What follows belongs to an exercise in optimizing a design on an open flow for small area, a short achievable clock period and few clock cycles; a production flow would make more cautious choices.
Where RTL was checked, it was by simulation tests only, not by an equivalence proof against the original.
Power is estimated from default activity; no workload was simulated.

## v6
==> flow/design.v <==
module MCPU_Alu(in1, in2, imm, mem, tt, s_add, s_sh, s_right, s_load, s_short, out);
input [15:0] in1, in2, mem;
input [7:0] imm;
input [3:1] tt;         
input s_add, s_sh, s_right, s_load, s_short;
output [15:0] out;
function [15:0] rev16(input [15:0] x);
  integer k;
  for (k = 0; k < 16; k = k + 1) rev16[k] = x[15-k];
endfunction
wire        big = |in2[15:4];
wire [15:0] sin = s_right ? rev16(in1) : in1;
wire [15:0] sl  = sin << in2[3:0];
wire [15:0] sh  = s_right ? rev16(sl) : sl;
wire [15:0] sum = in1 + in2;
wire        s_shv = s_sh & ~big;
wire [15:0] lg = ({16{tt[3]}} &  in1 &  in2)
               | ({16{tt[2]}} &  in1 & ~in2)
               | ({16{tt[1]}} & ~in1 &  in2);
assign out = lg
           | ({16{s_add}}   & sum)
           | ({16{s_shv}}   & sh)
           | ({16{s_load}}  & mem)
           | ({16{s_short}} & {8'd0, imm});
endmodule
module MCPU_Registerfile(clk, sel1, sel2, we, rd, wd, rd1, rd2);
input clk;
input [15:0] sel1, sel2;    
input we;
input [3:0] rd;
input [15:0] wd;
output reg [15:0] rd1, rd2;
reg [255:0] R;
integer k;
always @(*) begin
  rd1 = 16'd0;
  rd2 = 16'd0;
  for (k = 0; k < 16; k = k + 1) begin
    rd1 = rd1 | ({16{sel1[k]}} & R[16*k +: 16]);
    rd2 = rd2 | ({16{sel2[k]}} & R[16*k +: 16]);
  end
end
genvar i;
generate
  for (i = 0; i < 16; i = i + 1) begin : g_reg
    always @(posedge clk)
      if (we && rd == i) R[16*i +: 16] <= wd;
  end
endgenerate
endmodule
module MCPU(clk, reset, imem_addr, imem_rdata, dmem_addr, dmem_we, dmem_wdata, dmem_rdata);
input clk;
input reset;
output [7:0]  imem_addr;
input  [15:0] imem_rdata;
output [7:0]  dmem_addr;
output        dmem_we;
output [15:0] dmem_wdata;
input  [15:0] dmem_rdata;
localparam [3:0] OP_AND = 0, OP_OR = 1, OP_XOR = 2, OP_ADD = 3, OP_LSL = 4,
                 OP_RSL = 5, OP_MOV = 6, OP_LOAD = 7, OP_STORE = 8,
                 OP_SHORT = 9, OP_BNZ = 10;
reg  [7:0] pc;
assign imem_addr = pc;
wire [3:0] f_op  = imem_rdata[15:12];
wire       f_ra  = (f_op == OP_STORE) | (f_op == OP_BNZ);
reg        d_v;        
reg [15:0] d_ins;
reg [15:0] d_sel1;     
reg [15:0] d_sel2;     
wire [3:0] d_op  = d_ins[15:12];
wire [3:0] d_a   = d_ins[11:8];
wire [7:0] d_imm = d_ins[7:0];
reg        e_wr;       
reg        e_store, e_bnz;
reg [3:0]  e_rd;
reg [15:0] e_op1, e_op2;
reg [7:0]  e_imm;
reg [3:1]  e_tt;       
reg        e_add, e_sh, e_right, e_load, e_short;
reg        w_wr;
reg [3:0]  w_rd;
reg [15:0] w_res;
wire [15:0] res;
wire [15:0] r1, r2;
MCPU_Registerfile rf(.clk(clk), .sel1(d_sel1), .sel2(d_sel2), .we(w_wr), .rd(w_rd), .wd(w_res), .rd1(r1), .rd2(r2));
MCPU_Alu alu(.in1(e_op1), .in2(e_op2), .imm(e_imm), .mem(dmem_rdata),
             .tt(e_tt), .s_add(e_add), .s_sh(e_sh),
             .s_right(e_right), .s_load(e_load), .s_short(e_short), .out(res));
assign dmem_addr  = e_imm;
assign dmem_we    = e_store;
assign dmem_wdata = e_op1;
wire mispredict = e_bnz & ~(|e_op1);       
wire smc_e  = e_store & (e_imm == pc);
wire smc_d  = d_v & (d_op == OP_STORE) & (d_imm == pc);
wire squash = mispredict | smc_e | smc_d;
wire fwd1 = e_wr & d_sel1[e_rd];
wire fwd2 = e_wr & d_sel2[e_rd];
wire fww1 = w_wr & d_sel1[w_rd];
wire fww2 = w_wr & d_sel2[w_rd];
wire [15:0] q1 = fww1 ? w_res : r1;
wire [15:0] q2 = fww2 ? w_res : r2;
wire d_live = d_v & ~mispredict;
wire       f_bnz  = (f_op == OP_BNZ);
wire [7:0] pc_seq = mispredict ? e_imm : (smc_e | smc_d) ? pc : pc + 8'd1;
always @(posedge clk or posedge reset) begin
  if (reset) begin
    pc      <= 8'd0;
    d_v     <= 1'b0;
    e_wr    <= 1'b0;
    e_store <= 1'b0;
    e_bnz   <= 1'b0;
    w_wr    <= 1'b0;
  end else begin
    pc      <= (f_bnz & ~squash) ? imem_rdata[7:0] : pc_seq;
    d_v     <= ~squash;
    e_wr    <= d_live & ((d_op <= OP_LOAD) | (d_op == OP_SHORT));
    e_store <= d_live & (d_op == OP_STORE);
    e_bnz   <= d_live & (d_op == OP_BNZ);
    w_wr    <= e_wr;
  end
end
always @(posedge clk) begin
  d_ins   <= {imem_rdata[15:8], f_bnz ? pc + 8'd1 : imem_rdata[7:0]};
  d_sel1  <= 16'd1 << (f_ra ? imem_rdata[11:8] : imem_rdata[7:4]);
  d_sel2  <= 16'd1 << imem_rdata[3:0];
  e_rd    <= d_a;
  e_op1   <= fwd1 ? res : q1;
  e_op2   <= fwd2 ? res : q2;
  w_rd    <= e_rd;
  w_res   <= res;
  e_imm   <= d_imm;
  e_tt[3] <= (d_op == OP_AND) | (d_op == OP_OR) | (d_op == OP_MOV);
  e_tt[2] <= (d_op == OP_OR) | (d_op == OP_XOR) | (d_op == OP_MOV);
  e_tt[1] <= (d_op == OP_OR) | (d_op == OP_XOR);
  e_add   <= (d_op == OP_ADD);
  e_sh    <= (d_op == OP_LSL) | (d_op == OP_RSL);
  e_right <= (d_op == OP_RSL);
  e_load  <= (d_op == OP_LOAD);
  e_short <= (d_op == OP_SHORT);
end
endmodule
Settings: LEC_CHECK=0, CAP_MARGIN=20, CORE_MARGIN=2, CORE_UTILIZATION=60, SETUP_SLACK_MARGIN=3.0, SLEW_MARGIN=20; clock period 5.5 ns.
run.sh (not shown) runs the stock make flow with config.mk's settings and CLKGATE_MAP_FILE= SYNTH_SCRIPT=/design/flow/synth_recipe.tcl, a recipe that flattens the netlist after the stock synthesis.
v6 completed every stage of the flow, and the final layout passed the timing, DRC and antenna checks.
Testbench counts of v6, summed over its fixed seeds: cycles 31,575.
The following lists how v7 was set up differently from v6:
==> flow/design.v, changed modules only <==
module MCPU_Registerfile(clk, rs1, rs2, we, rd, wd, rd1, rd2);
input clk;
input [3:0] rs1, rs2;
wire [15:0] sel1 = 16'd1 << rs1;
wire [15:0] sel2 = 16'd1 << rs2;
input we;
input [3:0] rd;
input [15:0] wd;
output reg [15:0] rd1, rd2;
reg [255:0] R;
integer k;
always @(*) begin
  rd1 = 16'd0;
  rd2 = 16'd0;
  for (k = 0; k < 16; k = k + 1) begin
    rd1 = rd1 | ({16{sel1[k]}} & R[16*k +: 16]);
    rd2 = rd2 | ({16{sel2[k]}} & R[16*k +: 16]);
  end
end
genvar i;
generate
  for (i = 0; i < 16; i = i + 1) begin : g_reg
    always @(posedge clk)
      if (we && rd == i) R[16*i +: 16] <= wd;
  end
endgenerate
endmodule
module MCPU(clk, reset, imem_addr, imem_rdata, dmem_addr, dmem_we, dmem_wdata, dmem_rdata);
input clk;
input reset;
output [7:0]  imem_addr;
input  [15:0] imem_rdata;
output [7:0]  dmem_addr;
output        dmem_we;
output [15:0] dmem_wdata;
input  [15:0] dmem_rdata;
localparam [3:0] OP_AND = 0, OP_OR = 1, OP_XOR = 2, OP_ADD = 3, OP_LSL = 4,
                 OP_RSL = 5, OP_MOV = 6, OP_LOAD = 7, OP_STORE = 8,
                 OP_SHORT = 9, OP_BNZ = 10;
reg  [7:0] pc;
assign imem_addr = pc;
wire [3:0] f_op  = imem_rdata[15:12];
wire       f_ra  = (f_op == OP_STORE) | (f_op == OP_BNZ);
reg        d_v;        
reg [15:0] d_ins;
reg [3:0]  d_rs1;      
wire [3:0] d_rs2 = d_ins[3:0];
wire [3:0] d_op  = d_ins[15:12];
wire [3:0] d_a   = d_ins[11:8];
wire [7:0] d_imm = d_ins[7:0];
reg        e_wr;       
reg        e_store, e_bnz;
reg [3:0]  e_rd;
reg [15:0] e_op1, e_op2;
reg [7:0]  e_imm;
reg [3:1]  e_tt;       
reg        e_add, e_sh, e_right, e_load, e_short;
reg        w_wr;
reg [3:0]  w_rd;
reg [15:0] w_res;
wire [15:0] res;
wire [15:0] r1, r2;
MCPU_Registerfile rf(.clk(clk), .rs1(d_rs1), .rs2(d_rs2), .we(w_wr), .rd(w_rd), .wd(w_res), .rd1(r1), .rd2(r2));
MCPU_Alu alu(.in1(e_op1), .in2(e_op2), .imm(e_imm), .mem(dmem_rdata),
             .tt(e_tt), .s_add(e_add), .s_sh(e_sh),
             .s_right(e_right), .s_load(e_load), .s_short(e_short), .out(res));
assign dmem_addr  = e_imm;
assign dmem_we    = e_store;
assign dmem_wdata = e_op1;
wire mispredict = e_bnz & ~(|e_op1);       
wire smc_e  = e_store & (e_imm == pc);
wire smc_d  = d_v & (d_op == OP_STORE) & (d_imm == pc);
wire squash = mispredict | smc_e | smc_d;
wire fwd1 = e_wr & (e_rd == d_rs1);
wire fwd2 = e_wr & (e_rd == d_rs2);
wire fww1 = w_wr & (w_rd == d_rs1);
wire fww2 = w_wr & (w_rd == d_rs2);
wire [15:0] q1 = fww1 ? w_res : r1;
wire [15:0] q2 = fww2 ? w_res : r2;
wire d_live = d_v & ~mispredict;
wire       f_bnz  = (f_op == OP_BNZ);
wire [7:0] pc_seq = mispredict ? e_imm : (smc_e | smc_d) ? pc : pc + 8'd1;
always @(posedge clk or posedge reset) begin
  if (reset) begin
    pc      <= 8'd0;
    d_v     <= 1'b0;
    e_wr    <= 1'b0;
    e_store <= 1'b0;
    e_bnz   <= 1'b0;
    w_wr    <= 1'b0;
  end else begin
    pc      <= (f_bnz & ~squash) ? imem_rdata[7:0] : pc_seq;
    d_v     <= ~squash;
    e_wr    <= d_live & ((d_op <= OP_LOAD) | (d_op == OP_SHORT));
    e_store <= d_live & (d_op == OP_STORE);
    e_bnz   <= d_live & (d_op == OP_BNZ);
    w_wr    <= e_wr;
  end
end
always @(posedge clk) begin
  d_ins   <= {imem_rdata[15:8], f_bnz ? pc + 8'd1 : imem_rdata[7:0]};
  d_rs1   <= f_ra ? imem_rdata[11:8] : imem_rdata[7:4];
  e_rd    <= d_a;
  e_op1   <= fwd1 ? res : q1;
  e_op2   <= fwd2 ? res : q2;
  w_rd    <= e_rd;
  w_res   <= res;
  e_imm   <= d_imm;
  e_tt[3] <= (d_op == OP_AND) | (d_op == OP_OR) | (d_op == OP_MOV);
  e_tt[2] <= (d_op == OP_OR) | (d_op == OP_XOR) | (d_op == OP_MOV);
  e_tt[1] <= (d_op == OP_OR) | (d_op == OP_XOR);
  e_add   <= (d_op == OP_ADD);
  e_sh    <= (d_op == OP_LSL) | (d_op == OP_RSL);
  e_right <= (d_op == OP_RSL);
  e_load  <= (d_op == OP_LOAD);
  e_short <= (d_op == OP_SHORT);
end
endmodule
Notes after the runs:
v7 completed; timing, DRC and antenna clean
Looking at non-clock buffer count, v7 sits about 12% above v6.
Min clock share of power across v6 and v7: v7
Detailed-route vias per instance of v7 exceeds that of v6 by a few percent.
For combinational gate power, dividing the value from v6 by the value from v7 gives 0.824.
Delta (v7 minus v6): overall fraction of global-route tracks in use moved up; met1 wire length moved up; number of nets in the synthesized netlist moved up; via count moved up; total wire length after detailed routing moved up.
What v6 reported for gate count after technology mapping has to be multiplied by 1.05 to get the figure for v7.
For v7, only the layout was checked, not whether the RTL still works.

-- re-timing with driven ports --
Ports are ideal in the flow. The routed layouts listed here were re-timed in OpenROAD.
Step 1 sets driving cells, clkbuf_16 on the clock port and buf_2 on the other inputs (assumed; they add their load-dependent delay and slew).
Step 2 also shifts input and output timing later by t, the mid clock arrival at the registers, as if the neighbouring blocks saw the same clock.
a / b / c = no drivers / after step 1 / after step 2; a / b = the first two.
run | t (ns) | setup WS [ns] | worst setup path after step 2
v6 | 0.591 | 3.017 / 3.017 / 2.484 | input to register
v7 | 0.600 | 2.846 / 2.846 / 2.536 | input to register
After both steps every run listed still meets setup and hold. For v6, which loses most, drivers alone change the setup slack by 0.000 ns; drivers and shift together by -0.533 ns.
